From an optimization exercise on the open Yosys and OpenROAD flow, aimed at small area, a short achievable clock period and few clock cycles per item; shortcuts taken in it are not production practice.
RTL that was checked went through simulation tests only; none was proved equivalent to the original.
The RTL of run 1 was laid out without a check of its function.
Power is estimated from default activity; no workload was simulated.

## flow/config.mk

```make
export PLATFORM = sky130hd
export DESIGN_NAME = cubroot_add_system
export DESIGN_NICKNAME = cubroot_add_system
export VERILOG_FILES = /design/flow/design.v
export SDC_FILE = /design/flow/constraint.sdc
export NUM_CORES = 4
export LEC_CHECK = 0
export CAP_MARGIN = 20
export CORE_MARGIN = 2
export CORE_UTILIZATION = 40
export SETUP_SLACK_MARGIN = 1.5
export SLEW_MARGIN = 20
```

## flow/constraint.sdc

```tcl
create_clock -name core_clock -period 5.0 [get_ports {clk_i}]
set_input_delay 1.0000 -clock core_clock [delete_from_list [all_inputs] [get_ports {clk_i}]]
set_output_delay 1.0000 -clock core_clock [all_outputs]
set_load 0.01 [all_outputs]
```

## flow/design.v

```verilog
module mult (
    input  [7:0]  x,
    input  [2:0]  c,
    output [15:0] y
);
    wire t1 = x[0] & x[2];
    wire t2 = x[1] & (x[0] | c[2]);
    wire t3 = x[0] & x[3];
    wire t4 = x[2] & ~x[1];
    wire t5 = x[0] & x[4];
    wire t6 = x[1] & x[3];
    wire t7 = x[1] & x[2];
    wire t8 = x[0] & x[5];
    wire t9 = x[1] & x[4];
    wire t10 = x[3] & ~x[2];
    wire t11 = x[0] & x[6];
    wire t12 = x[1] & x[5];
    wire t13 = x[2] & x[4];
    wire t14 = x[2] & x[3];
    wire t15 = x[0] & x[7];
    wire t16 = x[1] & x[6];
    wire t17 = x[2] & x[5];
    wire t18 = x[4] & ~x[3];
    wire t19 = x[1] & x[7];
    wire t20 = x[2] & x[6];
    wire t21 = x[3] & x[5];
    wire t22 = x[3] & x[4];
    wire t23 = x[2] & x[7];
    wire t24 = x[3] & x[6];
    wire t25 = x[5] & ~x[4];
    wire t26 = x[3] & x[7];
    wire t27 = x[4] & x[6];
    wire t28 = x[4] & x[5];
    wire t29 = x[4] & x[7];
    wire t30 = x[6] & ~x[5];
    wire t31 = x[5] & x[7];
    wire t32 = x[5] & x[6];
    wire t33 = x[7] & ~x[6];
    wire t34 = x[6] & x[7];
    wire t35 = t11 ^ t12;
    wire t36 = t11 & t12;
    wire t37 = t15 ^ t16;
    wire t38 = t37 ^ t17;
    wire t39 = t37 ? t17 : t15;
    wire t40 = t19 ^ t20;
    wire t41 = t40 ^ t21;
    wire t42 = t40 ? t21 : t19;
    wire t43 = t23 ^ t24;
    wire t44 = t23 & t24;
    wire t45 = t26 ^ t27;
    wire t46 = t26 & t27;
    wire t47 = t5 ^ t6;
    wire t48 = t5 & t6;
    wire t49 = t8 ^ t9;
    wire t50 = t49 ^ t10;
    wire t51 = t49 ? t10 : t8;
    wire t52 = t35 ^ t13;
    wire t53 = t52 ^ t14;
    wire t54 = t52 ? t14 : t35;
    wire t55 = t38 ^ t18;
    wire t56 = t55 ^ t36;
    wire t57 = t55 ? t36 : t38;
    wire t58 = t41 ^ t22;
    wire t59 = t58 ^ t39;
    wire t60 = t58 ? t39 : t41;
    wire t61 = t43 ^ t25;
    wire t62 = t61 ^ t42;
    wire t63 = t61 ? t42 : t43;
    wire t64 = t45 ^ t28;
    wire t65 = t64 ^ t44;
    wire t66 = t64 ? t44 : t45;
    wire t67 = t29 ^ t30;
    wire t68 = t67 ^ t46;
    wire t69 = t67 ? t46 : t29;
    wire t70 = t31 ^ t32;
    wire t71 = t31 & t32;
    wire [2:0] lo = {x[1] & ~x[0], 1'b0, x[0]} + c;
    wire [12:0] ra = {t34, t33, t70, t68, t65, t62, t59, t56, t53, t50, t47, t3, t1};
    wire [12:0] rb = {1'b0, t71, t69, t66, t63, t60, t57, t54, t51, t48, t7, t4, t2};
    wire [12:0] hi = ra + rb;
    assign y = {hi, lo};
endmodule
module cubroot (
    input  [7:0] x_bi,
    output [2:0] y_bo
);
    wire [7:0] x = x_bi;
    wire ge1   = |x;
    wire ge8   = |x[7:3];
    wire ge27  = |x[7:5] | (x[4] & x[3] & (x[2] | (x[1] & x[0])));
    wire ge64  = x[7] | x[6];
    wire ge125 = x[7] | (x[6] & x[5] & x[4] & x[3] & x[2] & (x[1] | x[0]));
    wire ge216 = x[7] & x[6] & (x[5] | (x[4] & x[3]));
    assign y_bo[2] = ge64;
    assign y_bo[1] = (ge8 & ~ge64) | ge216;
    assign y_bo[0] = (ge1 & ~ge8) | (ge27 & ~ge64) | (ge125 & ~ge216);
endmodule
module cubroot_add_system (
    input clk_i,
    input rst_i,
    input start_i,
    input [7:0] a_bi,
    input [7:0] b_bi,
    output busy_o,
    output [15:0] result
);
    wire       load = start_i & ~rst_i;
    wire [2:0] cub_result;
    reg  [7:0] a_q;
    reg  [2:0] c_q;
    cubroot cub (.x_bi(b_bi), .y_bo(cub_result));
    always @(posedge clk_i) begin
        if (load) begin
            a_q <= a_bi;
            c_q <= cub_result;
        end
    end
    assign busy_o = 1'b0;
    mult square (.x(a_q), .c(c_q), .y(result));
endmodule
```

## flow/flow/run.sh

```bash
#!/bin/bash
# The standard layout, with every port buffered by sky130_fd_sc_hd__buf_1.
set -euo pipefail
export BUFFER_PORTS_ARGS="-buffer_cell sky130_fd_sc_hd__buf_1"
bash standard.sh > standard.log 2>&1
```

## flow/standard.sh

```bash
#!/bin/bash
# synth_recipe.tcl (not shown) runs the flow's synth.tcl, then flattens the netlist and writes it again
# the make line also repeats each setting of config.mk as NAME=value (left out here)
make -C /OpenROAD-flow-scripts/flow DESIGN_CONFIG=/design/flow/config.mk WORK_HOME=/design/flow/orfs CLKGATE_MAP_FILE= SYNTH_SCRIPT=/design/flow/synth_recipe.tcl "${@:-finish}"
```

==> summary.md, run 1 <==
| Metric | Value |
|---|---|
| Worst-margin pin slew | `867 ps` |
| Worst path arrival time | `2730 ps` |
| Pre-CTS WS | `1190 ps` |
| Ant diodes | `0` |
| Async S/R FF share, synth | `0` |
| Initial core utilization | `0.408` |
| Initial DRC Count | `64` |
| Synth Cell Area | `1610 um2` |
| Layout cells sized above 1 | `0.341` |
| Via count | `1601` |
| Leak Pwr | `0.967 nW` |
| Peak VDD IR | `170 uV` |
| Largest net degree at the start of global routing | `12` |
| Initial antenna violation count | `0` |
| Synth cell count leaders | `nand2_1 (22), ha_1 (19), and2_1 (17), xnor2_1 (17), nor2_1 (16)` |
| Outcome | `complete, no violations` |
| Min Hold Slack | `937 ps` |
| CTS tree | `done` |
| Net Count, Synth | `237` |
| Utilization after layout | `0.594` |
| WL final | `3.85 mm` |
| Nets | `301` |
| RePlAce Congestion | `0.761` |
| Yosys warns | `1` |
| Area grow syn2layout | `45.6%` |
| Die ar. | `4550 um2` |
| Vias in the first global route | `1369` |
| Row count | `23` |
| WS Path Type | `register to output port` |
| Crit-path max FO | `9` |
| IO Count | `36` |
| Post-synth EDFFs | `11` |
| H-tree depth | `1` |
| Cells after Synth | `198` |
| GRT Overall Usage | `0.158` |
| Setup crit start kind | `register` |
| Period minus WS final | `3730 ps` |
| CTS max path bufs | `2` |
| Antenna viol nets, final | `0` |
| Max-Cap Viols | `0` |
| Setup violations, final | `0` |
| Final-report max-slew violation count | `0` |
| Die width | `67.4 um` |
| Syn Area/Cell | `8.13 um2` |
| Cell with the most instances after synthesis | `nand2_1` |
| PortBufs | `34` |
| CP required | `4000 ps` |
| Dominant cell type by area after synthesis | `edfxtp_1` |
| Core box area | `3940 um2` |
| Post-synthesis sequential area ratio | `0.205` |
| DR WL/cell | `12.4 um` |
| DRC | `0` |
| Final worst slack | `1270 ps` |
| Final TNS setup | `0 ps` |
| First-pass GRT wire length | `5.69 mm` |
| Unrepaired setup endpoints after global routing | `yes` |
| Synth top area cells | `edfxtp_1 (21%), ha_1 (15%), xnor2_1 (9.3%)` |
| Number of CTS-inserted buffers | `3` |
| Final Cycle Share | `0.746` |
| Final HPWL DP | `2.41 mm` |
| Vias per cell | `5.15` |
| Fmax | `268 MHz` |
| CP endpoint kind | `output port` |
| Yosys top cell area share | `0.205` |
| Post-synthesis cell type count | `40` |
| Clk sink count | `11` |
| Predominant post-synthesis flop cell | `edfxtp_1` |
| Max-slew headroom | `0.421` |
| FF+latch count, synth | `11` |
| Global route overflow | `0` |
| Final count of hold timing violations | `0` |
| Die Span Y | `67.4 um` |
| PwrDens | `251 nW/um2` |
| Worst hold path class | `primary input to register` |
| Root Buffer | `clkbuf_8` |
| TritonRoute pass-1 iters | `4` |
| CTS clk-pin slew, worst paths | `50 ps` |
layer usage:
layer	vias to the layer above	global-route usage	wire, um
met5	-	0	0
met4	0	0.0332	7
met3	2	0.00667	114
met2	27	0.296	2090
met1	748	0.201	1630
li1	824	-	-
critical path, cell delays in order, from the launching register on:
cell and delay [ps]:
edfxtp_1 490, and2_1 240, ha_4 290, a31oi_1 40, nor2_1 140, ha_2 350, a21oi_2 190, o21ai_2 90
a2111oi_2 290, o21ai_1 130, o311ai_2 80, buf_2 170
per-stage QoR:
stage | total power, mW | instances | cell area (um2)
after floorplan | 0.323 | 198 | 1620
after global placement | 0.381 | 275 | 1770
after detailed placement | 0.381 | 275 | 1770
after CTS | 0.546 | 309 | 2160
after global routing | 0.634 | 311 | 2340
final | 0.589 | 311 | 2340
sequential cells by signal, summed over array words and instances (netlist names):
register  flops
a_q           8
c_q           3
power breakdown:
group          internal, mW  switching [mW]  total [mW]
combinational         0.194           0.195       0.389
clock                0.0556          0.0287      0.0843
sequential            0.110         0.00586       0.115
total                 0.359           0.230       0.589
final timing paths:
| check | startpoint | end | slack [ps] | depth (start not counted) |
|---|---|---|---|---|
| worst max-delay path | a_q[6]$_DFFE_PP_ | result[15] | 1270 | 11 |
| worst min-delay path | a_bi[0] | a_q[0]$_DFFE_PP_ | 940 | 1 |
cell type report:
class / instances / area, um2
timing repair buffer: 66 / 388
clock buffer: 4 / 45.0
inverter: 2 / 7.51
sequential: 11 / 330
multi-input combinational: 178 / 1510
tap: 50 / 62.6
fill: 350 / 1600
cell families after synthesis:
logic type	Yosys count	share of synthesized area
simple gates	78	0.245
compound gates	51	0.204
xor+xnor	24	0.131
fa+ha+maj	24	0.185
flops	11	0.205
buf+inv	9	0.0280
other cells	1	0.00233
cells in the final DEF, fill, tap and decap left out, drive strengths merged, types with 2 or more instances in the layout:
| cell type | instances |
|---|---|
| a21boi | 3 |
| inv | 2 |
| a31oi | 2 |
| a211oi | 3 |
| clkbuf | 4 |
| and2 | 17 |
| a21o | 4 |
| o21a | 3 |
| a21oi | 15 |
| nor3 | 3 |
| xor2 | 7 |
| nor2b | 8 |
| nand2 | 23 |
| o21ai | 15 |
| nor2 | 16 |
| ha | 19 |
| xnor2 | 17 |
| edfxtp | 11 |
| and2b | 2 |
| nand4 | 3 |
| maj3 | 4 |
| nand3 | 2 |
| buf | 66 |
| nand4b | 2 |
timing repair:
action	CTS	global route
hold buffers	0	0
pin swaps	25	20
endpoints found under the hold margin	0	0
resized for setup	39	32
buffers inserted	30	2
endpoints found under the setup margin	8	8
==> run 2: changes to the inputs <==
--- a/flow/design.v
+++ b/flow/design.v
@@ -103,18 +103,15 @@
     input [7:0] b_bi,
     output busy_o,
-    output [15:0] result
+    output reg [15:0] result
 );
-    wire       load = start_i & ~rst_i;
-    wire [2:0] cub_result;
-    reg  [7:0] a_q;
-    reg  [2:0] c_q;
+    wire        load = start_i & ~rst_i;
+    wire [2:0]  cub_result;
+    wire [15:0] sum;
     cubroot cub (.x_bi(b_bi), .y_bo(cub_result));
+    mult square (.x(a_bi), .c(cub_result), .y(sum));
     always @(posedge clk_i) begin
-        if (load) begin
-            a_q <= a_bi;
-            c_q <= cub_result;
-        end
+        if (load)
+            result <= sum;
     end
     assign busy_o = 1'b0;
-    mult square (.x(a_q), .c(c_q), .y(result));
 endmodule
==> run 2 against run 1 <==
Net effect: critical path depth unchanged; synthesized cell count fell by 9.6%; total power down 21%; die area rose by 5.1%; non-clock buffer count fell by 31; flip-flop and latch count grew 5; sequential share of layout area rose by 11 points; core utilization down 12 points; worst setup slack better by 410 ps; count of clock-buffer cells in the layout fell by 1; combinational power fell by about 50%; critical endpoint is now result[15]$_DFFE_PP_; highest routed layer unchanged.
==> summary.md, run 2 <==
| Metric | Value |
|---|---|
| Outcome | `complete, no violations` |
| Root Buffer | `clkbuf_8` |
| Yosys top cell area share | `0.283` |
| DR WL/cell | `11.2 um` |
| Vias per cell | `5.00` |
| Antenna viol nets, final | `0` |
| Async S/R FF share, synth | `0` |
| TritonRoute pass-1 iters | `4` |
| Final Cycle Share | `0.664` |
| Layout cells sized above 1 | `0.0660` |
| Fmax | `301 MHz` |
| Synth top area cells | `edfxtp_1 (28%), ha_1 (14%), xnor2_1 (11%)` |
| Post-synth EDFFs | `16` |
| Via count | `1310` |
| Number of flip-flops in the largest register | `16` |
| Peak VDD IR | `83.9 uV` |
| Leak Pwr | `0.781 nW` |
| Nets | `253` |
| Commonest non-fill, non-tap cells in the layout | `buf_1 (28), xnor2_1 (22), ha_1 (19)` |
| Setup violations, final | `0` |
| PortBufs | `34` |
| CTS max path bufs | `2` |
| Cell Chain, Critical Path | `clkbuf_2 -> nand2_1 -> xor2_1 -> xnor2_1 -> maj3_1 -> ha_1 -> a21o_1 -> a221oi_2 -> a21bo_1 -> a21oi_2 -> xor2_1` |
| GRT Overall Usage | `0.133` |
| Cell with the most instances after synthesis | `xnor2_1` |
| Largest net degree at the start of global routing | `17` |
| Post-synthesis cell type count | `38` |
| Die Span Y | `69.1 um` |
| Die width | `69.1 um` |
| Net Count, Synth | `218` |
| Area grow syn2layout | `13.1%` |
| Final count of hold timing violations | `0` |
| Period minus WS final | `3320 ps` |
| Worst path slowest cell | `ha_1` |
| WL final | `2.92 mm` |
| Most flop-heavy register | `result` |
| Min Hold Slack | `1240 ps` |
| Final-report max-slew violation count | `0` |
| Initial DRC Count | `41` |
| Cells after Synth | `179` |
| H-tree depth | `1` |
| Row count | `23` |
| WS Path Type | `primary input to register` |
| RePlAce Congestion | `0.774` |
| First-pass GRT wire length | `5.44 mm` |
| Final HPWL DP | `2.43 mm` |
| Predominant post-synthesis flop cell | `edfxtp_1` |
| CTS Hold Bufs | `0` |
| CTS tree | `done` |
| CTS resizes | `0` |
| Fin area | `1920 um2` |
| DRC | `0` |
| Crit-path max FO | `11` |
| Critical path's most frequent cell | `xor2_1` |
| Setup crit start kind | `primary input` |
| Top Registers | `result (16)` |
| Synth Cell Area | `1700 um2` |
| Number of CTS-inserted buffers | `3` |
| Number of setup buffers added after CTS | `0` |
| Global route overflow | `0` |
| Max-Cap Viols | `0` |
| Commonest non-fill, non-tap cell in the layout | `buf_1` |
| Initial core utilization | `0.421` |
| CTS clk-pin slew, worst paths | `50 ps` |
| CP required | `5000 ps` |
| Initial antenna violation count | `0` |
| Utilization after layout | `0.476` |
| Ant diodes | `0` |
| Vias in the first global route | `1234` |
| Yosys warns | `1` |
| Worst path arrival time | `3310 ps` |
| Unrepaired setup endpoints after global routing | `no` |
| Placed standard-cell area | `1870 um2` |
| Final TNS setup | `0 ps` |
| IO Count | `36` |
| Post-synthesis sequential area ratio | `0.283` |
| Core box area | `4030 um2` |
| Synth cell count leaders | `xnor2_1 (22), ha_1 (19), and2_1 (18), edfxtp_1 (16), nand2_1 (16)` |
| Worst hold path class | `primary input to register` |
| Slowest Stage Delay on Critical Path | `390 ps` |
| Clk sink count | `16` |
| Die ar. | `4780 um2` |
| Dominant cell type by area after synthesis | `edfxtp_1` |
| Syn Area/Cell | `9.48 um2` |
| CP endpoint kind | `register` |
| PwrDens | `241 nW/um2` |
| FF+latch count, synth | `16` |
[run 2: through the flow]
stage	std cells	total power [mW]	setup slack (ps)
2_1_floorplan	179	0.331	1610
3_3_place_gp	259	0.374	1340
3_5_place_dp	259	0.374	1270
4_1_cts	262	0.466	1520
5_1_grt	262	0.502	1510
6_report	262	0.463	1680
[run 2: logic make-up after synthesis]
logic type               Yosys count  share of synthesized area
AND/OR/NAND/NOR                   59                      0.185
buffers and inverters              6                     0.0170
other                              1                    0.00221
adder cells (fa/ha/maj)           25                      0.181
XOR/XNOR                          30                      0.155
flip-flops                        16                      0.283
AO/OA/AOI/OAI                     42                      0.176
[run 2: final timing paths]
check	start	to	slack (ps)	depth (start not counted)
worst max-delay path	a_bi[5]	result[15]$_DFFE_PP_	1680	11
worst min-delay path	rst_i	result[3]$_DFFE_PP_	1240	3
[run 2: power by group]
part	leakage (nW)	switching (mW)	internal (mW)
combinational	0.611	0.110	0.0860
clock	0.0216	0.0371	0.0533
sequential	0.148	0.00306	0.174
total	0.781	0.150	0.313
[run 2: per-layer routing]
metal  global-route usage  part of all wire  up-vias
met1                0.200              0.54      568
met2                0.196              0.40       31
met3               0.0117             0.043        5
met5                    0                 0        -
li1                     -                 -      706
met4               0.0523             0.021        0
[run 2: layout make-up]
class	instances	area (um2)
clock buffer	3	41.3
fill	402	2110
inverter	1	3.75
multi-input combinational	157	1190
sequential	16	480
tap	50	62.6
timing repair buffer	35	143
[run 2: critical path: cells and delay by family]
| family | cells | cell delay [ps] |
|---|---|---|
| buffers and inverters | 1 | 190 |
| and+or+nand+nor | 1 | 110 |
| adders and majority gates | 2 | 750 |
| AOI/OAI and AO/OA | 4 | 880 |
| xor gates and xnor gates | 3 | 380 |
Testbench counts of run 2, summed over its fixed seeds: cycles 2,048, items 2,048.
==> run 3: changes to the inputs <==
--- a/flow/config.mk
+++ b/flow/config.mk
@@ -9,4 +9,4 @@
 export CORE_MARGIN = 2
 export CORE_UTILIZATION = 40
-export SETUP_SLACK_MARGIN = 1.5
+export SETUP_SLACK_MARGIN = 2.0
 export SLEW_MARGIN = 20
==> run 3 against run 2 <==
Net effect: synthesized area stayed put; critical path depth stayed put; routed wire length is 24% higher; combinational power is 33% higher; cell count is 4.6% higher; critical path type unchanged.
==> summary.md, run 3 <==
| Metric | Value |
|---|---|
| Met1 GRT Util | `0.199` |
| H-tree depth | `1` |
| Vias in the first global route | `1458` |
| Clk sink count | `16` |
| Post-synth EDFFs | `16` |
| Largest family of logic cells by synthesized area | `simple AND/OR/NAND/NOR gates` |
| PortBufs | `34` |
| Dominant cell type by area after synthesis | `edfxtp_1` |
| Commonest non-fill, non-tap cell in the layout | `buf_1` |
| Die Span Y | `69.1 um` |
| Worst hold path class | `primary input to register` |
| Final-report max-slew violation count | `0` |
| CTS clk-pin slew, worst paths | `60 ps` |
| Global route overflow | `0` |
| GRT Overall Usage | `0.159` |
| Mux cell area share after synthesis | `0` |
| Final count of hold timing violations | `0` |
| Buf+Inv Stages, Crit Path | `2` |
| DP Cell Count | `259` |
| Vias per cell | `5.15` |
| Gr busiest metal | `met2` |
| Area grow syn2layout | `34.4%` |
| Most flop-heavy register | `result` |
| Crit path max-delay family | `compound AO/OA/AOI/OAI gates` |
| Synth cell count leaders | `xnor2_1 (22), ha_1 (19), and2_1 (18), edfxtp_1 (16), nand2_1 (16)` |
| Row count | `23` |
| Min Hold Slack | `1170 ps` |
| Yosys top cell area share | `0.283` |
| Fill cells | `371` |
| Number of CTS-inserted buffers | `3` |
| Post-synthesis cell type count | `38` |
| PwrDens | `232 nW/um2` |
| Adder-cell share of the synthesized area | `0.181` |
| Slowest Stage Delay on Critical Path | `280 ps` |
| Largest net degree at the start of global routing | `17` |
| Post-synthesis sequential area ratio | `0.283` |
| CP endpoint kind | `register` |
| Fin area | `2280 um2` |
| Met2 usage | `0.274` |
| Crit-path max FO | `5` |
| Final TNS setup | `0 ps` |
| M3 GR Usage | `0.0219` |
| DR WL/cell | `13.2 um` |
| Nets | `264` |
| Multi-input logic area | `1400 um2` |
| Ant diodes | `0` |
| Fmax | `330 MHz` |
| Unrepaired setup endpoints after global routing | `yes` |
| Post-Synth Simple-Gate Area | `0.185` |
| Antenna viol nets, final | `0` |
| Root Buffer | `clkbuf_8` |
| Final Cycle Share | `0.606` |
| WS Path Type | `primary input to register` |
| Final HPWL DP | `2.76 mm` |
| Utilization after layout | `0.566` |
| Leak Pwr | `0.884 nW` |
| Outcome | `complete, no violations` |
| First-pass GRT wire length | `6.44 mm` |
| Yosys warns | `1` |
| Cell with the most instances after synthesis | `xnor2_1` |
| Die width | `69.1 um` |
| Xor/xnor share of the synthesized area | `0.155` |
| Pre-CTS WS | `1300 ps` |
| WL final | `3.63 mm` |
| Layout cells sized above 1 | `0.290` |
| Initial antenna violation count | `0` |
| TritonRoute pass-1 iters | `4` |
| Top Registers | `result (16)` |
| Critical path's most frequent cell | `ha_4` |
| RePlAce Congestion | `0.779` |
| Synth Cell Area | `1700 um2` |
| Overall power | `0.530 mW` |
| Net Count, Synth | `218` |
| Register Area | `480 um2` |
| Compound-cell area share of the yosys netlist | `0.176` |
| Cells after Synth | `179` |
| CP required | `4990 ps` |
| Initial core utilization | `0.421` |
| IO Count | `36` |
| Syn Area/Cell | `9.48 um2` |
| Worst path slowest cell | `a211oi_2` |
| Synth top area cells | `edfxtp_1 (28%), ha_1 (14%), xnor2_1 (11%)` |
| Number of flip-flops in the largest register | `16` |
| Peak VDD IR | `112 uV` |
| Placed standard-cell area | `1960 um2` |
| Period minus WS final | `3030 ps` |
| Async S/R FF share, synth | `0` |
| Max-Cap Viols | `0` |
| CTS max path bufs | `2` |
| Cell Chain, Critical Path | `buf_8 -> and2_4 -> ha_4 -> xor2_2 -> xnor2_2 -> ha_4 -> a21o_4 -> buf_4 -> a211oi_2 -> o31ai_2 -> xor2_1` |
| Predominant post-synthesis flop cell | `edfxtp_1` |
| Setup violations, final | `0` |
| Die ar. | `4780 um2` |
| Initial DRC Count | `99` |
| Final worst slack | `1970 ps` |
| CTS tree | `done` |
| FF+latch count, synth | `16` |
| Setup crit start kind | `primary input` |
| Via count | `1412` |
| DRC | `0` |
| Commonest non-fill, non-tap cells in the layout | `buf_1 (26), xnor2_1 (20), edfxtp_1 (16)` |
| Core box area | `4030 um2` |
| Final cell count without fillers | `274` |
| Worst path arrival time | `3020 ps` |
-- run 3: metal layers --
metal	vias up	wire [um]
met5	-	0
met1	641	1640
li1	733	-
met4	0	30
met3	2	141
met2	36	1810
-- run 3: area by class of cell --
class / count / area share
sequential: 16 / 0.211
inverter: 1 / 0.00165
tap: 50 / 0.0274
clock inverter: 1 / 0.00165
clock buffer: 3 / 0.0181
timing repair buffer: 46 / 0.126
multi-input combinational: 157 / 0.614
-- run 3: power breakdown --
part           internal, mW  total (mW)  switching [mW]
clock network        0.0543      0.0932          0.0389
registers             0.174       0.177         0.00324
logic                 0.126       0.260           0.133
total                 0.354       0.530           0.175
-- run 3: cells by family (layout without fill, tap and decap cells) --
kind of cell             count (synthesis)  after routing
adder cells (fa/ha/maj)                 25             25
AO/OA/AOI/OAI                           42             42
other                                    1              1
buffers and inverters                    6             51
AND/OR/NAND/NOR                         59             59
XOR/XNOR                                30             30
flip-flops                              16             16
-- run 3: worst paths after layout --
path	start	to	slack [ps]	depth (start not counted)
worst max-delay path	a_bi[7]	result[13]$_DFFE_PP_	1970	11
worst min-delay path	a_bi[0]	result[0]$_DFFE_PP_	1170	2
-- run 3: repair_timing --
| action | CTS | global route |
|---|---|---|
| gates cloned | 0 | 0 |
| hold endpoints to repair | 0 | 0 |
| hold buffers | 0 | 0 |
| endpoints found under the setup margin | 8 | 6 |
| gates resized for setup | 47 | 7 |
| pin swaps | 19 | 7 |
| buffers inserted | 9 | 2 |
==> run 4: changes to the inputs <==
==> flow/flow/run.sh (replaced) <==
#!/bin/bash
# The standard layout with two changes: synthesis leaves full and half adders
# as plain logic for ABC (no adder cells), and every port is buffered by
# sky130_fd_sc_hd__buf_1.
set -euo pipefail
export ADDER_MAP_FILE=
export BUFFER_PORTS_ARGS="-buffer_cell sky130_fd_sc_hd__buf_1"
bash standard.sh > standard.log 2>&1
--- a/flow/config.mk
+++ b/flow/config.mk
@@ -6,7 +6,8 @@
 export NUM_CORES = 4
 export LEC_CHECK = 0
+export ABC_AREA = 0
 export CAP_MARGIN = 20
 export CORE_MARGIN = 2
 export CORE_UTILIZATION = 40
-export SETUP_SLACK_MARGIN = 2.0
+export SETUP_SLACK_MARGIN = 1.5
 export SLEW_MARGIN = 20
==> run 4 against run 3 <==
Net effect: combinational power shrank 36%; cell area is 18% lower; cell count is 1.1% higher; count of clock-buffer cells in the layout is the same; worst setup slack worse by 300 ps; maximum frequency fell by 9.0%; synthesized cell count grew 15%; total power is 20% lower; highest routed layer unchanged; largest power group is now sequential cells; routed wire length down 0.91%; non-clock buffer count shrank 9; worst hold slack improved by 76 ps; clock power shrank 4.2%.
==> summary.md, run 4 <==
| Metric | Value |
|---|---|
| Outcome | `complete, no violations` |
| Setup violations, final | `0` |
| Synth top area cells | `edfxtp_1 (28%), xnor2_1 (7.2%), nand2_1 (6.2%)` |
| Post-synthesis cell type count | `56` |
| PwrDens | `228 nW/um2` |
| CTS clk-pin slew, worst paths | `60 ps` |
| Initial core utilization | `0.420` |
| Final worst slack | `1670 ps` |
| Async S/R FF share, synth | `0` |
| Commonest non-fill, non-tap cell in the layout | `nand2_1` |
| Area grow syn2layout | `9.63%` |
| Nets | `248` |
| Post-synthesis sequential area ratio | `0.282` |
| WS Path Type | `primary input to register` |
| CP required | `4990 ps` |
| CTS max path bufs | `2` |
| Number of CTS-inserted buffers | `3` |
| Global route overflow | `0` |
| Post-synth EDFFs | `16` |
| Worst-margin pin slew | `615 ps` |
| Cells after Synth | `206` |
| Die ar. | `4790 um2` |
| Final-report max-slew violation count | `0` |
| Initial DRC Count | `86` |
| Die Span Y | `69.2 um` |
| DR WL/cell | `13.0 um` |
| Vias in the first global route | `1386` |
| DRC | `0` |
| Cell with the most instances after synthesis | `nand2_1` |
| Syn Area/Cell | `8.27 um2` |
| Compound-cell area share of the yosys netlist | `0.269` |
| Setup crit start kind | `primary input` |
| CTS tree | `done` |
| Final Cycle Share | `0.667` |
| Unrepaired setup endpoints after global routing | `no` |
| Largest family of logic cells by synthesized area | `compound AO/OA/AOI/OAI gates` |
| Vias per cell | `5.49` |
| FF+latch count, synth | `16` |
| Final HPWL DP | `2.66 mm` |
| Initial antenna violation count | `0` |
| Hold path startpoint | `rst_i` |
| Leak Pwr | `0.672 nW` |
| GRT Overall Usage | `0.156` |
| Synth Cell Area | `1700 um2` |
| Row count | `23` |
| RePlAce Congestion | `0.914` |
| Dominant cell type by area after synthesis | `edfxtp_1` |
| Via count | `1522` |
| Number of flip-flops in the largest register | `16` |
| Net Count, Synth | `225` |
| Synth cell count leaders | `nand2_1 (28), edfxtp_1 (16), a21oi_1 (14), o21ai_0 (14), xnor2_1 (14)` |
| Number of setup buffers added after CTS | `0` |
| Final TNS setup | `0 ps` |
| Mux cell area share after synthesis | `0.0118` |
| Core box area | `4060 um2` |
| Clk sink count | `16` |
| Antenna viol nets, final | `0` |
| Root Buffer | `clkbuf_8` |
| Period minus WS final | `3330 ps` |
| Post-Synth Simple-Gate Area | `0.190` |
| PortBufs | `34` |
| Worst hold path class | `primary input to register` |
| Fill cells | `407` |
| Most flop-heavy register | `result` |
| Predominant post-synthesis flop cell | `edfxtp_1` |
| Xor/xnor share of the synthesized area | `0.137` |
| Commonest non-fill, non-tap cells in the layout | `nand2_1 (28), buf_1 (27), edfxtp_1 (16)` |
| Peak VDD IR | `68.0 uV` |
| Final count of hold timing violations | `0` |
| Yosys top cell area share | `0.282` |
| TritonRoute pass-1 iters | `4` |
| Worst path arrival time | `3320 ps` |
| Yosys warns | `1` |
| Largest net degree at the start of global routing | `28` |
| Crit-path max FO | `23` |
| Fmax | `300 MHz` |
| H-tree depth | `1` |
| Max-Cap Viols | `0` |
| Max-slew headroom | `0.585` |
| CP endpoint kind | `register` |
| First-pass GRT wire length | `6.28 mm` |
| Layout cells sized above 1 | `0.0925` |
| IO Count | `36` |
| Adder-cell share of the synthesized area | `0.0301` |
| Pre-CTS WS | `946 ps` |
| Worst Setup SP | `a_bi[2]` |
| CTS Hold Bufs | `0` |
| Top Registers | `result (16)` |
| WL final | `3.60 mm` |
| Ant diodes | `0` |
| Die width | `69.2 um` |
## run 4: critical path, cell delays in order
cell and delay, ps:
buf_2 240, nand2b_1 240, a221o_1 380, and3_4 180, a211o_1 280, a211o_1 350, a31oi_4 270, nor3b_2 100
o31a_1 290
## run 4: cells by family (layout without fill, tap and decap cells)
kind of cell / Yosys count / count (layout)
AO/OA/AOI/OAI: 65 / 65
XOR/XNOR: 25 / 25
adder cells (fa/ha/maj): 5 / 5
buffers and inverters: 27 / 48
flip-flops: 16 / 16
multiplexers: 2 / 2
other: 1 / 1
AND/OR/NAND/NOR: 65 / 65
## run 4: metal layers
metal  global-route usage  vias to the layer above  routed length, um
met5                    0                        -                  0
met3               0.0102                        4                162
met2                0.233                       41               1540
met4               0.0632                        0                 51
li1                     -                      786                  -
met1                0.233                      691               1840
## run 4: final timing paths
path              cells after the start  slack, ps                    to
hold / removal                        3       1240   result[8]$_DFFE_PP_
setup / recovery                      9       1670  result[15]$_DFFE_PP_
## run 4: final cells by class
type / count / area (um2) / area share
clock buffer: 3 / 41.3 / 0.0221
inverter: 8 / 30.0 / 0.0161
multi-input combinational: 163 / 1090 / 0.584
timing repair buffer: 37 / 161 / 0.0865
tap: 50 / 62.6 / 0.0335
sequential: 16 / 480 / 0.257
## run 4: per-stage QoR
step                cell area (um2)  power, mW  hold slack [ps]  utilization  cells
finish                         1870      0.426             1240        0.460    277
global route                   1870      0.457             1260        0.460    277
CTS                            1870      0.432             1250        0.462    277
detailed placement             1810      0.338             1440        0.447    274
global placement               1810      0.337             1440        0.447    274
floorplan                      1700      0.306             1330            -    206
## run 4: report_power, final
group	leakage, nW	switching [mW]	internal, mW
Combinational	0.503	0.0967	0.0689
Sequential	0.148	0.00262	0.168
Clock	0.0216	0.0362	0.0531
Total	0.672	0.136	0.291
## run 4: repair_timing
| item | 4_1_cts | 5_1_grt |
|---|---|---|
| resized for setup | 12 | 6 |
| hold endpoints to repair | 0 | 0 |
| setup endpoints to repair | 5 | 4 |
==> run 5: changes to the inputs <==
--- a/flow/config.mk
+++ b/flow/config.mk
@@ -6,5 +6,5 @@
 export NUM_CORES = 4
 export LEC_CHECK = 0
-export ABC_AREA = 0
+export ABC_AREA = 1
 export CAP_MARGIN = 20
 export CORE_MARGIN = 2
==> run 5 against run 4 <==
Net effect: clock power rose by 2%; sequential power barely moved; maximum frequency rose by 19%; die area rose by 11%; largest power group is now combinational cells; still clean; critical endpoint unchanged; worst setup slack improved by 540 ps; global-route usage rose by 0.49 points; synthesized area rose by 12%.
==> summary.md, run 5 <==
| Metric | Value |
|---|---|
| Worst Setup SP | `a_bi[6]` |
| Yosys warns | `1` |
| Syn Area/Cell | `6.42 um2` |
| First-pass GRT wire length | `6.98 mm` |
| Post-synth EDFFs | `16` |
| Adder-cell share of the synthesized area | `0` |
| Dominant cell type by area after synthesis | `edfxtp_1` |
| Largest net degree at the start of global routing | `17` |
| FF+latch count, synth | `16` |
| Largest family of logic cells by synthesized area | `simple AND/OR/NAND/NOR gates` |
| Initial core utilization | `0.408` |
| Commonest non-fill, non-tap cell in the layout | `nand2_1` |
| Vias in the first global route | `1643` |
| Multi-input logic area | `1190 um2` |
| Final TNS setup | `0 ps` |
| H-tree depth | `1` |
| PwrDens | `224 nW/um2` |
| Cell with the most instances after synthesis | `nand2_1` |
| Period minus WS final | `2790 ps` |
| Final Cycle Share | `0.558` |
| Post-Synth Simple-Gate Area | `0.485` |
| Nets | `348` |
| Unrepaired setup endpoints after global routing | `no` |
| WL final | `3.85 mm` |
| Top Registers | `result (16)` |
| Utilization after layout | `0.447` |
| Die ar. | `5320 um2` |
| Synth Cell Area | `1900 um2` |
| Most flop-heavy register | `result` |
| Number of CTS-inserted buffers | `3` |
| Register Area | `480 um2` |
| CP endpoint kind | `register` |
| Via count | `1797` |
| Setup crit start kind | `primary input` |
| Core box area | `4660 um2` |
| Antenna viol nets, final | `0` |
| Number of setup buffers added after CTS | `0` |
| Final HPWL DP | `3.35 mm` |
| CTS Hold Bufs | `0` |
| Die Span Y | `72.9 um` |
| Post-synthesis sequential area ratio | `0.253` |
| GRT Overall Usage | `0.161` |
| CP required | `4990 ps` |
| Area grow syn2layout | `9.68%` |
| IO Count | `36` |
| Die width | `72.9 um` |
| Final count of hold timing violations | `0` |
| Clk sink count | `16` |
| Yosys top cell area share | `0.253` |
| Mux cell area share after synthesis | `0` |
| Layout cells sized above 1 | `0.153` |
| Placed standard-cell area | `2040 um2` |
| Net Count, Synth | `315` |
| Leak Pwr | `1.13 nW` |
| Fill cells | `517` |
| CTS clk-pin slew, worst paths | `50 ps` |
| DRC | `0` |
| Row count | `25` |
| Fmax | `358 MHz` |
| WS Path Type | `primary input to register` |
| Fin area | `2080 um2` |
| Initial DRC Count | `64` |
| Compound-cell area share of the yosys netlist | `0.0823` |
| Post-synthesis cell type count | `35` |
| Root Buffer | `clkbuf_8` |
| Outcome | `complete, no violations` |
| Setup crit end | `result[15]$_DFFE_PP_` |
| Cells after Synth | `296` |
| RePlAce Congestion | `0.803` |
| Pre-CTS WS | `1960 ps` |
| Final worst slack | `2210 ps` |
| PortBufs | `34` |
| Synth top area cells | `edfxtp_1 (25%), nand2_1 (23%), inv_1 (7.1%)` |
| Peak VDD IR | `75.4 uV` |
| Synth cell count leaders | `nand2_1 (118), inv_1 (36), nand3_1 (24), nand2_2 (17), edfxtp_1 (16)` |
| Number of flip-flops in the largest register | `16` |
| Worst hold path class | `primary input to register` |
| Commonest non-fill, non-tap cells in the layout | `nand2_1 (118), inv_1 (36), buf_1 (34)` |
| Global route overflow | `0` |
| CTS max path bufs | `2` |
| CTS resizes | `0` |
| Vias per cell | `4.72` |
| Setup violations, final | `0` |
| DR WL/cell | `10.1 um` |
| Crit-path max FO | `8` |
| Ant diodes | `0` |
| Predominant post-synthesis flop cell | `edfxtp_1` |
| Max-Cap Viols | `0` |
| Xor/xnor share of the synthesized area | `0.0592` |
| CTS tree | `done` |
| TritonRoute pass-1 iters | `4` |
| Final-report max-slew violation count | `0` |
| Async S/R FF share, synth | `0` |
| Worst path arrival time | `2780 ps` |
| Initial antenna violation count | `0` |
[run 5: changes by cell type in the layout (fill, tap and decap cells not counted), sizes merged, moves of 8 or more]
cell and change:
xnor2 -8, nand3 +32, nand2 +109, a21oi -9, o21ai -10, inv +35
[run 5: layer usage]
layer / GRT usage / wire, um
met2: 0.244 / 1650
met4: 0.0617 / 65
met5: 0 / 0
met1: 0.241 / 2010
met3: 0.00414 / 121
[run 5: area by class of cell]
cell class	count	area share
Sequential cell	16	0.230
Multi-Input combinational cell	229	0.573
Inverter	44	0.0798
Tap cell	54	0.0324
Clock buffer	3	0.0198
Timing Repair Buffer	35	0.0648
[run 5: stage by stage]
| stage | hold WS, ps | power [mW] | std cells |
|---|---|---|---|
| after floorplan | 1280 | 0.340 | 296 |
| after global placement | 1440 | 0.377 | 378 |
| after detailed placement | 1440 | 0.380 | 378 |
| after CTS | 1250 | 0.472 | 381 |
| after global routing | 1270 | 0.508 | 381 |
| final | 1240 | 0.467 | 381 |
[run 5: how the worst min path moves through the flow]
stage	slack (ps)	startpoint	cells after the start	end
global route	1270	rst_i	3	result[3]$_DFFE_PP_
CTS	1250	rst_i	3	result[1]$_DFFE_PP_
floorplan	1280	a_bi[0]	2	result[4]$_DFFE_PP_
global placement	1440	result[8]$_DFFE_PP_	1	result[8]
finish	1240	rst_i	3	result[0]$_DFFE_PP_
detailed placement	1440	result[7]$_DFFE_PP_	1	result[7]
[run 5: kinds of logic after synthesis]
group | after synthesis
flip-flops | 16
AND/OR/NAND/NOR | 194
XOR/XNOR | 12
AO/OA/AOI/OAI | 22
other | 1
buffers and inverters | 51
[run 5: critical path, stage by stage]
cell     delay, ps
buf_1          340
nand2_1        170
nand2_2        130
nand2_1         70
nand2_1         70
nand3_2        130
nand2_1        120
nand2_1         50
nand2_1         90
nand2_1        100
a21oi_1        150
nand2_1         60
nand2_1         70
nand2_1         60
nand2_1         70
nand2_1         70
[run 5: where the power goes]
part / total (mW) / internal [mW] / switching, mW
Combinational: 0.203 / 0.0702 / 0.133
Clock: 0.0909 / 0.0533 / 0.0376
Sequential: 0.173 / 0.170 / 0.00296
Total: 0.467 / 0.294 / 0.174
==> run 6: changes to the inputs <==
--- a/flow/config.mk
+++ b/flow/config.mk
@@ -10,4 +10,4 @@
 export CORE_MARGIN = 2
 export CORE_UTILIZATION = 40
-export SETUP_SLACK_MARGIN = 1.5
+export SETUP_SLACK_MARGIN = 2.6
 export SLEW_MARGIN = 20
==> run 6 against run 5 <==
Net effect: worst hold slack got worse by 61 ps; clock power rose by 2%; first-iteration DRC count rose by 47%; sequential share of layout area fell by 6.5 points; critical path type unchanged; largest power group unchanged.
==> summary.md, run 6 <==
| Metric | Value |
|---|---|
| Worst Hold Depth | `3` |
| First-pass GRT wire length | `7.16 mm` |
| Hold path startpoint | `a_bi[2]` |
| Most flop-heavy register | `result` |
| Async S/R FF share, synth | `0` |
| Fmax | `417 MHz` |
| CTS clk-pin slew, worst paths | `60 ps` |
| Die Span Y | `72.9 um` |
| Worst hold path class | `primary input to register` |
| Commonest non-fill, non-tap cell in the layout | `nand2_1` |
| Core box area | `4660 um2` |
| DP Cell Count | `378` |
| Top Registers | `result (16)` |
| Final HPWL DP | `3.27 mm` |
| Setup violations, final | `0` |
| Yosys warns | `1` |
| Final cell count without fillers | `397` |
| Die ar. | `5320 um2` |
| CTS max path bufs | `2` |
| Net Count, Synth | `315` |
| Cell Chain, Critical Path | `buf_12 -> nand2_1 -> nand2_2 -> inv_2 -> nor2_2 -> nand3_2 -> nand3_4 -> nand2_2 -> nand3_2 -> nand2_2 -> inv_2 -> nand2_2 -> nand3b_1 -> nand3_1 -> nand2_1` |
| CP required | `5000 ps` |
| Min-Delay Endpoint | `result[4]$_DFFE_PP_` |
| FF+latch count, synth | `16` |
| Cells after Synth | `296` |
| Crit path max-delay family | `simple AND/OR/NAND/NOR gates` |
| RePlAce Congestion | `0.834` |
| Area grow syn2layout | `52.8%` |
| Synth cell count leaders | `nand2_1 (118), inv_1 (36), nand3_1 (24), nand2_2 (17), edfxtp_1 (16)` |
| PwrDens | `199 nW/um2` |
| Post-synthesis sequential area ratio | `0.253` |
| IO Count | `36` |
| Synth top area cells | `edfxtp_1 (25%), nand2_1 (23%), inv_1 (7.1%)` |
| Root Buffer | `clkbuf_8` |
| Buf+Inv Stages, Crit Path | `3` |
| DRC | `0` |
| Crit-path max FO | `8` |
| Worst path slowest cell | `nand3b_1` |
| Die width | `72.9 um` |
| Ant diodes | `0` |
| Initial DRC Count | `94` |
| WL final | `4.58 mm` |
| Global route overflow | `0` |
| Fill cells | `424` |
| Vias per cell | `4.97` |
| CP endpoint kind | `register` |
| Number of flip-flops in the largest register | `16` |
| Antenna viol nets, final | `0` |
| Final count of hold timing violations | `0` |
| Commonest non-fill, non-tap cells in the layout | `nand2_1 (71), nand2_2 (35), inv_1 (27), nand2_4 (27), buf_1 (26)` |
| Leak Pwr | `1.41 nW` |
| CTS Hold Bufs | `0` |
| Peak VDD IR | `79.8 uV` |
| Setup crit start kind | `primary input` |
| Dominant cell type by area after synthesis | `edfxtp_1` |
| Initial core utilization | `0.408` |
| Final TNS setup | `0 ps` |
| Worst path arrival time | `2400 ps` |
| Period minus WS final | `2400 ps` |
| CTS tree | `done` |
| DR WL/cell | `11.5 um` |
| Post-synthesis cell type count | `35` |
| Final Cycle Share | `0.479` |
| Slowest Stage Delay on Critical Path | `200 ps` |
| GRT Overall Usage | `0.166` |
| Yosys top cell area share | `0.253` |
| Clk sink count | `16` |
| Largest net degree at the start of global routing | `17` |
| Max-Cap Viols | `0` |
| Post-synth EDFFs | `16` |
| Critical path's most frequent cell | `nand2_2` |
| Via count | `1975` |
| Row count | `25` |
| Vias in the first global route | `1653` |
| Layout cells sized above 1 | `0.452` |
| PortBufs | `34` |
| WS Path Type | `primary input to register` |
| Cell with the most instances after synthesis | `nand2_1` |
| Syn Area/Cell | `6.42 um2` |
| Nets | `364` |
| Synth Cell Area | `1900 um2` |
| Unrepaired setup endpoints after global routing | `yes` |
| Initial antenna violation count | `0` |
| Number of CTS-inserted buffers | `3` |
| TritonRoute pass-1 iters | `4` |
| Final-report max-slew violation count | `0` |
| H-tree depth | `1` |
| Predominant post-synthesis flop cell | `edfxtp_1` |
| Outcome | `complete, no violations` |
run 6: cells by family after synthesis:
| group | after synthesis | share of synthesized area |
|---|---|---|
| xor gates and xnor gates | 12 | 0.0593 |
| other | 1 | 0.00197 |
| buffers and inverters | 51 | 0.119 |
| AOI/OAI and AO/OA | 22 | 0.0823 |
| and+or+nand+nor | 194 | 0.485 |
| DFF | 16 | 0.253 |
run 6: routing by layer:
metal,global-route usage,share of wire
met4,0.0370,0.012
met1,0.251,0.47
met5,0,0
met3,0.00829,0.022
met2,0.259,0.50
run 6: worst max-delay path by stage:
stage                  from                    to  cells after the start
finish              a_bi[7]  result[12]$_DFFE_PP_                     15
global route        a_bi[7]  result[12]$_DFFE_PP_                     15
CTS                 a_bi[7]  result[14]$_DFFE_PP_                     17
detailed placement  a_bi[6]  result[12]$_DFFE_PP_                     13
global placement    a_bi[6]  result[12]$_DFFE_PP_                     13
floorplan           a_bi[7]  result[12]$_DFFE_PP_                     16
run 6: report_power, final:
part	internal (mW)	switching (mW)	leakage, nW
logic	0.126	0.185	1.24
clock network	0.0533	0.0396	0.0216
registers	0.170	0.00280	0.149
run 6: cell type report:
cell class / count / area, um2 / area share
clock buffer: 3 / 41.3 / 0.0142
inverter: 44 / 190 / 0.0655
multi-input combinational: 229 / 1730 / 0.595
sequential: 16 / 480 / 0.165
tap: 54 / 67.6 / 0.0233
timing repair buffer: 51 / 398 / 0.137
run 6: per-stage QoR:
| stage | hold WS, ps | utilization | cell area [um2] | setup slack (ps) | power [mW] |
|---|---|---|---|---|---|
| after CTS | 1220 | 0.489 | 2280 | 2590 | 0.494 |
| after floorplan | 1280 | - | 2010 | 2540 | 0.351 |
| after global placement | 1440 | 0.455 | 2120 | 1880 | 0.384 |
| final | 1180 | 0.623 | 2900 | 2600 | 0.577 |
| after detailed placement | 1440 | 0.455 | 2120 | 1870 | 0.387 |
| after global routing | 1210 | 0.623 | 2900 | 2490 | 0.617 |
run 6: timing repair:
action,4_1_cts,5_1_grt
endpoints found under the hold margin,0,0
setup endpoints to repair,9,7
setup buffers,5,10
gates resized for setup,31,134
cloned,0,1
pin swaps,12,50
==> run 7: changes to the inputs <==
--- a/flow/config.mk
+++ b/flow/config.mk
@@ -10,4 +10,4 @@
 export CORE_MARGIN = 2
 export CORE_UTILIZATION = 40
-export SETUP_SLACK_MARGIN = 2.6
+export SETUP_SLACK_MARGIN = 2.2
 export SLEW_MARGIN = 20
==> run 7 against run 6 <==
Net effect: still clean; sequential share of layout area is 6.2 points higher; cell area is 27% lower; worst hold slack better by 61 ps; maximum frequency is 7.0% lower; non-clock buffer count is 16 lower; total power is 19% lower; worst setup slack worse by 180 ps.
==> summary.md, run 7 <==
| Metric | Value |
|---|---|
| Ant diodes | `0` |
| Slowest Stage Delay on Critical Path | `230 ps` |
| Cell with the most instances after synthesis | `nand2_1` |
| Sequential Power Share | `0.368` |
| First-pass GRT wire length | `6.98 mm` |
| Largest net degree at the start of global routing | `17` |
| Core box area | `4660 um2` |
| Crit path max-delay family | `simple AND/OR/NAND/NOR gates` |
| Synth cell count leaders | `nand2_1 (118), inv_1 (36), nand3_1 (24), nand2_2 (17), edfxtp_1 (16)` |
| Commonest non-fill, non-tap cell in the layout | `nand2_1` |
| Post-synthesis sequential area ratio | `0.253` |
| Max-Cap Viols | `0` |
| Met2 WL post-DR | `1.66 mm` |
| IO Count | `36` |
| Die width | `72.9 um` |
| Cell Chain, Critical Path | `clkbuf_2 -> nand2_2 -> clkinv_2 -> nand2_4 -> nand2_2 -> nand2_2 -> a21boi_1 -> nand3_2 -> nand2_1 -> inv_2 -> nand3_1 -> nand2_1 -> nand2_1 -> nand2_1 -> nand2_1 -> nand2_1` |
| H-tree depth | `1` |
| Psw | `0.174 mW` |
| Initial antenna violation count | `0` |
| Global route overflow | `0` |
| Buf+Inv Stages, Crit Path | `3` |
| Predominant post-synthesis flop cell | `edfxtp_1` |
| Top Registers | `result (16)` |
| Vias in the first global route | `1643` |
| Worst hold path class | `primary input to register` |
| CP required | `4990 ps` |
| Async S/R FF share, synth | `0` |
| Dominant cell type by area after synthesis | `edfxtp_1` |
| Commonest non-fill, non-tap cells in the layout | `nand2_1 (117), inv_1 (36), buf_1 (26)` |
| Cells after Synth | `296` |
| WL final | `3.84 mm` |
| Post-Route M1 WL | `2.04 mm` |
| Setup violations, final | `0` |
| Unrepaired setup endpoints after global routing | `no` |
| RePlAce Congestion | `0.803` |
| GRT Overall Usage | `0.161` |
| Final HPWL DP | `3.35 mm` |
| Final Cycle Share | `0.516` |
| Clk sink count | `16` |
| Row count | `25` |
| Combinational Power Share | `0.438` |
| Number of setup buffers added after CTS | `0` |
| Final-report max-slew violation count | `0` |
| Antenna viol nets, final | `0` |
| Sw Ratio | `0.371` |
| Leak Pwr | `1.16 nW` |
| Post-synthesis cell type count | `35` |
| FF+latch count, synth | `16` |
| Peak VDD IR | `75.5 uV` |
| Die ar. | `5320 um2` |
| Yosys warns | `1` |
| Syn Area/Cell | `6.42 um2` |
| PortBufs | `34` |
| CTS tree | `done` |
| CP endpoint kind | `register` |
| Layout cells sized above 1 | `0.180` |
| Clock network power share | `0.193` |
| Overall power | `0.470 mW` |
| Outcome | `complete, no violations` |
| Worst path slowest cell | `a21boi_1` |
| CTS max path bufs | `2` |
| Crit-path max FO | `7` |
| Critical path's most frequent cell | `nand2_1` |
| CTS Hold Bufs | `0` |
| Synth top area cells | `edfxtp_1 (25%), nand2_1 (23%), inv_1 (7.1%)` |
| Area grow syn2layout | `11.0%` |
| Fmax | `388 MHz` |
| Post-synth EDFFs | `16` |
| Nets | `348` |
| Final count of hold timing violations | `0` |
| Highest routed layer | `met4` |
| CTS clk-pin slew, worst paths | `50 ps` |
| DRC | `0` |
| Net Count, Synth | `315` |
| Setup crit start kind | `primary input` |
| Vias per cell | `4.75` |
| Worst Setup SP | `a_bi[5]` |
| TritonRoute pass-1 iters | `4` |
| WL met3 | `75 um` |
| Final TNS setup | `0 ps` |
| Die Span Y | `72.9 um` |
| Via count | `1808` |
| Yosys top cell area share | `0.253` |
| WS Path Type | `primary input to register` |
| Root Buffer | `clkbuf_8` |
| Int Pwr | `0.296 mW` |
| Initial DRC Count | `55` |
| PwrDens | `223 nW/um2` |
| Number of flip-flops in the largest register | `16` |
| Initial core utilization | `0.408` |
| Number of CTS-inserted buffers | `3` |
| Synth Cell Area | `1900 um2` |
| Worst path arrival time | `2560 ps` |
| Hold path startpoint | `rst_i` |
| DR WL/cell | `10.1 um` |
| Most flop-heavy register | `result` |
| Period minus WS final | `2580 ps` |
## run 7: final cells by class
type                            instances  area (um2)
Fill cell                             512        2550
Clock buffer                            3        41.3
Inverter                               44         166
Tap cell                               54        67.6
Multi-Input combinational cell        229        1200
Sequential cell                        16         480
Timing Repair Buffer                   35         150
## run 7: power by group through the flow
stage               sequential (mW)  combinational, mW  clock [mW]
floorplan                     0.185              0.155           0
global placement              0.176              0.202           0
detailed placement            0.176              0.204           0
CTS                           0.173              0.205      0.0937
global route                  0.174              0.237      0.0996
finish                        0.173              0.206      0.0909
## run 7: logic make-up (layout without fill, tap and decap cells)
logic type,after synthesis,after routing,synth area share
simple gates,194,194,0.485
buf+inv,51,82,0.119
compound gates,22,22,0.0823
flops,16,16,0.253
xor+xnor,12,12,0.0593
other cells,1,1,0.00197
## run 7: stage by stage
step / hold slack, ps / worst slack (ps) / utilization / cells / area [um2]
2_1_floorplan: 1280 / 2500 / - / 296 / 1900
3_3_place_gp: 1440 / 1950 / 0.438 / 378 / 2040
3_5_place_dp: 1440 / 1960 / 0.438 / 378 / 2040
4_1_cts: 1250 / 2220 / 0.447 / 381 / 2080
5_1_grt: 1270 / 2210 / 0.453 / 381 / 2110
6_report: 1240 / 2420 / 0.453 / 381 / 2110
## run 7: worst paths after layout
check / cells past startpoint / end
min: 3 / result[0]$_DFFE_PP_
max: 16 / result[15]$_DFFE_PP_
## run 7: what timing repair did
item / in CTS / in global routing
setup endpoints to repair: 0 / 6
endpoints found under the hold margin: 0 / 0
gates resized for setup: 0 / 15
## run 7: routing by layer
layer | vias to the layer above | global-route usage
met5 | - | 0
met3 | 7 | 0.00414
met4 | 0 | 0.0617
li1 | 1001 | -
met2 | 28 | 0.244
met1 | 772 | 0.241
==> run 8: changes to the inputs <==
==> flow/flow/run.sh (replaced) <==
#!/bin/bash
# The standard layout (standard.sh) with three changes:
#  - synthesis leaves full and half adders as plain logic for ABC (no adder
#    cells from ADDER_MAP_FILE),
#  - the final ABC mapping runs flow/abc.script when that file exists,
#  - every port is buffered by sky130_fd_sc_hd__buf_1.
# Each tool's output goes to the ORFS logs under orfs/logs; make's own output
# goes to standard.log here.
set -euo pipefail
here=$(pwd)
export ADDER_MAP_FILE=
export BUFFER_PORTS_ARGS="-buffer_cell sky130_fd_sc_hd__buf_1"
export FLOW_SYNTH_TCL="$here/synth_recipe.tcl"
if [[ -f "$here/flow/abc.script" ]]; then
  export MY_ABC_SCRIPT="$here/flow/abc.script"
  sed "s#SYNTH_SCRIPT=[^ ]*#SYNTH_SCRIPT=$here/flow/synth.tcl#" standard.sh > my_standard.sh
else
  cp standard.sh my_standard.sh
fi
bash my_standard.sh > standard.log 2>&1
==> flow/flow/synth.tcl (new file) <==
# The standard flow's synthesis script (synth_recipe.tcl, unchanged) with the final ABC
# mapping run on MY_ABC_SCRIPT instead of ORFS's abc_speed/abc_area script.
proc abc {args} {
  set i [lsearch -exact $args -script]
  if {$i >= 0} { lset args [expr {$i + 1}] $::env(MY_ABC_SCRIPT) }
  yosys abc {*}$args
}
source $::env(FLOW_SYNTH_TCL)
--- a/flow/config.mk
+++ b/flow/config.mk
@@ -9,5 +9,6 @@
 export CAP_MARGIN = 20
 export CORE_MARGIN = 2
-export CORE_UTILIZATION = 40
+export CORE_UTILIZATION = 60
+export CTS_BUF_LIST = sky130_fd_sc_hd__clkbuf_4
 export SETUP_SLACK_MARGIN = 2.2
 export SLEW_MARGIN = 20
==> run 8 against run 7 <==
Net effect: critical path type unchanged; still clean; sequential share of layout area grew 0.48 points; via count decreased by 0.72%; sequential power about the same; core utilization increased by 23 points; cell count shrank 2.4%; routed wire length down 5.9%.
==> summary.md, run 8 <==
| Metric | Value |
|---|---|
| Outcome | `complete, no violations` |
| IO Count | `36` |
| Row count | `20` |
| Met2 usage | `0.379` |
| Largest net degree at the start of global routing | `17` |
| Hold path startpoint | `rst_i` |
| Dominant cell type by area after synthesis | `edfxtp_1` |
| Worst path slowest cell | `clkbuf_2` |
| Yosys top cell area share | `0.253` |
| Cell with the most instances after synthesis | `nand2_1` |
| WS Path Type | `primary input to register` |
| CTS tree | `done` |
| Synth top area cells | `edfxtp_1 (25%), nand2_1 (23%), inv_1 (7.1%)` |
| Worst Hold Depth | `3` |
| Global route overflow | `0` |
| WL final | `3.61 mm` |
| Final TNS setup | `0 ps` |
| Setup violations, final | `0` |
| Root Buffer | `clkbuf_4` |
| First-pass GRT wire length | `6.33 mm` |
| Synth Cell Area | `1900 um2` |
| Commonest non-fill, non-tap cells in the layout | `nand2_1 (118), inv_1 (36), buf_1 (27)` |
| Cells after Synth | `296` |
| M3 GR Usage | `0.0152` |
| Post-synthesis cell type count | `35` |
| Final cell count without fillers | `372` |
| Via count | `1795` |
| Post-synth EDFFs | `16` |
| Worst path arrival time | `2560 ps` |
| Final count of hold timing violations | `0` |
| Antenna viol nets, final | `0` |
| Unrepaired setup endpoints after global routing | `no` |
| Min-Delay Endpoint | `result[13]$_DFFE_PP_` |
| Yosys warns | `1` |
| Period minus WS final | `2520 ps` |
| Number of CTS-inserted buffers | `3` |
| Number of flip-flops in the largest register | `16` |
| RePlAce Congestion | `0.876` |
| Vias per cell | `4.83` |
| Net Count, Synth | `315` |
| Slowest Stage Delay on Critical Path | `200 ps` |
| Peak VDD IR | `83.3 uV` |
| Core box area | `3030 um2` |
| CTS clk-pin slew, worst paths | `90 ps` |
| Ant diodes | `0` |
| Max-Cap Viols | `0` |
| FF+latch count, synth | `16` |
| Number of setup buffers added after CTS | `0` |
| H-tree depth | `1` |
| Worst Setup SP | `a_bi[2]` |
| Vias in the first global route | `1573` |
| DRC | `0` |
| CP required | `5040 ps` |
| Predominant post-synthesis flop cell | `edfxtp_1` |
| Most flop-heavy register | `result` |
| Buf+Inv Stages, Crit Path | `1` |
| Initial core utilization | `0.628` |
| Fmax | `397 MHz` |
| TritonRoute pass-1 iters | `7` |
| Initial DRC Count | `59` |
| Layout cells sized above 1 | `0.174` |
| Critical path's most frequent cell | `nand2_1` |
| Post-synthesis sequential area ratio | `0.253` |
| Clk sink count | `16` |
| DR WL/cell | `9.71 um` |
| Die Span Y | `60.3 um` |
| PwrDens | `215 nW/um2` |
| Gr busiest metal | `met2` |
| Commonest non-fill, non-tap cell in the layout | `nand2_1` |
| Die width | `60.3 um` |
| Syn Area/Cell | `6.42 um2` |
| Leak Pwr | `1.15 nW` |
| Nets | `348` |
| Crit path max-delay family | `simple AND/OR/NAND/NOR gates` |
| Final-report max-slew violation count | `0` |
| Async S/R FF share, synth | `0` |
| Setup crit start kind | `primary input` |
| GRT Overall Usage | `0.224` |
| CP endpoint kind | `register` |
| PortBufs | `34` |
| Top Registers | `result (16)` |
| Initial antenna violation count | `0` |
| Met1 GRT Util | `0.308` |
| CTS max path bufs | `2` |
| Cell Chain, Critical Path | `clkbuf_2 -> nand2_1 -> nand2_2 -> nand2_1 -> nand2_1 -> nand3_2 -> nand2_1 -> nand2_1 -> nand2_1 -> nand2_1 -> a21oi_1 -> nand2_1 -> nand2_1 -> nand2_1 -> nand2_1 -> nand2_1` |
| Fill cells | `302` |
| Final Cycle Share | `0.504` |
| Crit-path max FO | `10` |
| Die ar. | `3630 um2` |
| DP Cell Count | `368` |
| Synth cell count leaders | `nand2_1 (118), inv_1 (36), nand3_1 (24), nand2_2 (17), edfxtp_1 (16)` |
| Final HPWL DP | `3.02 mm` |
| Area grow syn2layout | `8.69%` |
| Worst hold path class | `primary input to register` |
run 8: cell types whose count changed in the layout (fill, tap and decap cells not counted):
cell / before / now
clkbuf_8: 3 / 0
clkbuf_2: 5 / 7
buf_1: 26 / 27
buf_2: 1 / 0
clkbuf_4: 2 / 3
clkinv_1: 0 / 1
nand2_1: 117 / 118
nand2_2: 18 / 17
nand3_2: 9 / 10
nand3_4: 1 / 0
run 8: stage by stage:
stage / hold slack (ps) / cell area (um2) / power [mW] / setup slack, ps / utilization
after global routing: 1210 / 2070 / 0.480 / 2230 / 0.682
after CTS: 1190 / 2060 / 0.442 / 2310 / 0.679
after detailed placement: 1440 / 2030 / 0.377 / 2000 / 0.671
after floorplan: 1280 / 1900 / 0.340 / 2500 / -
after global placement: 1440 / 2030 / 0.374 / 1980 / 0.671
final: 1190 / 2070 / 0.443 / 2480 / 0.682
run 8: worst max path at each step:
stage	end	slack [ps]	cells past startpoint
floorplan	result[15]$_DFFE_PP_	2500	17
global placement	result[15]$_DFFE_PP_	1980	16
finish	result[15]$_DFFE_PP_	2480	16
CTS	result[15]$_DFFE_PP_	2310	16
global route	result[15]$_DFFE_PP_	2230	16
detailed placement	result[15]$_DFFE_PP_	2000	16
run 8: layout make-up:
type | count | area [um2] | share of cell area
multi-input cells | 229 | 1190 | 0.578
flip-flops and latches | 16 | 480 | 0.233
inverters | 44 | 166 | 0.0806
repair buffers | 35 | 144 | 0.0697
well taps | 44 | 55.1 | 0.0267
clock buffers | 3 | 22.5 | 0.0109
clock inverters | 1 | 3.75 | 0.00182
run 8: power by group:
part	switching, mW	internal (mW)	total [mW]
registers	0.00293	0.170	0.173
logic	0.132	0.0710	0.203
clock network	0.0389	0.0290	0.0679
run 8: what timing repair did:
| item | in CTS | in global routing |
|---|---|---|
| hold buffers | 0 | 0 |
| resized for setup | 0 | 7 |
| setup endpoints to repair | 0 | 6 |
| endpoints found under the hold margin | 0 | 0 |
run 8: cells by family (layout without fill, tap and decap cells):
| group | Yosys count | count (layout) | synth area share |
|---|---|---|---|
| xor gates and xnor gates | 12 | 12 | 0.0593 |
| and+or+nand+nor | 194 | 194 | 0.485 |
| other | 1 | 1 | 0.00197 |
| DFF | 16 | 16 | 0.253 |
| AOI/OAI and AO/OA | 22 | 22 | 0.0823 |
| buffers and inverters | 51 | 83 | 0.119 |
run 8: routing by layer:
metal,vias to the layer above,share of wire
met5,-,0
met3,4,0.022
met1,761,0.52
met2,31,0.45
li1,999,-
met4,0,0.0094

[port drivers added, routing unchanged]
Ports are ideal in the flow. The routed layouts listed here were re-timed in OpenROAD. Step 1 assumes that a clkbuf_16 drives the clock port and a buf_2 every other input. Step 2 also shifts input and output timing later by t, the mid clock arrival at the registers, as if the neighbouring blocks saw the same clock. a / b / c = ideal / step 1 / step 2; a / b = the first two.
| run | t, ns | slack for setup (ns) | hold slack, ns | slew at the worst register clock pin (ns) | worst slew at a driven data input, ns |
|---|---|---|---|---|---|
| run 1 | 0.246 | 1.270 / 1.252 / 1.498 | 0.937 / 0.940 / 1.186 | 0.05 / 0.05 | 0.03 |
| run 2 | 0.266 | 1.682 / 1.683 / 1.418 | 1.238 / 1.237 / 1.457 | 0.05 / 0.05 | 0.03 |
| run 3 | 0.265 | 1.968 / 1.953 / 1.688 | 1.168 / 1.166 / 1.431 | 0.06 / 0.06 | 0.06 |
| run 4 | 0.263 | 1.667 / 1.673 / 1.410 | 1.245 / 1.242 / 1.454 | 0.06 / 0.06 | 0.03 |
| run 5 | 0.265 | 2.209 / 2.210 / 1.946 | 1.243 / 1.242 / 1.454 | 0.05 / 0.05 | 0.03 |
| run 6 | 0.265 | 2.604 / 2.523 / 2.258 | 1.181 / 1.225 / 1.453 | 0.06 / 0.06 | 0.11 |
| run 7 | 0.265 | 2.422 / 2.423 / 2.158 | 1.243 / 1.242 / 1.454 | 0.05 / 0.05 | 0.03 |
| run 8 | 0.305 | 2.481 / 2.480 / 2.175 | 1.187 / 1.189 / 1.461 | 0.09 / 0.09 | 0.03 |
After both steps every run listed still meets setup and hold. The setup slack of run 6, which loses most, moves by -0.081 ns with the drivers and by -0.346 ns with both steps.
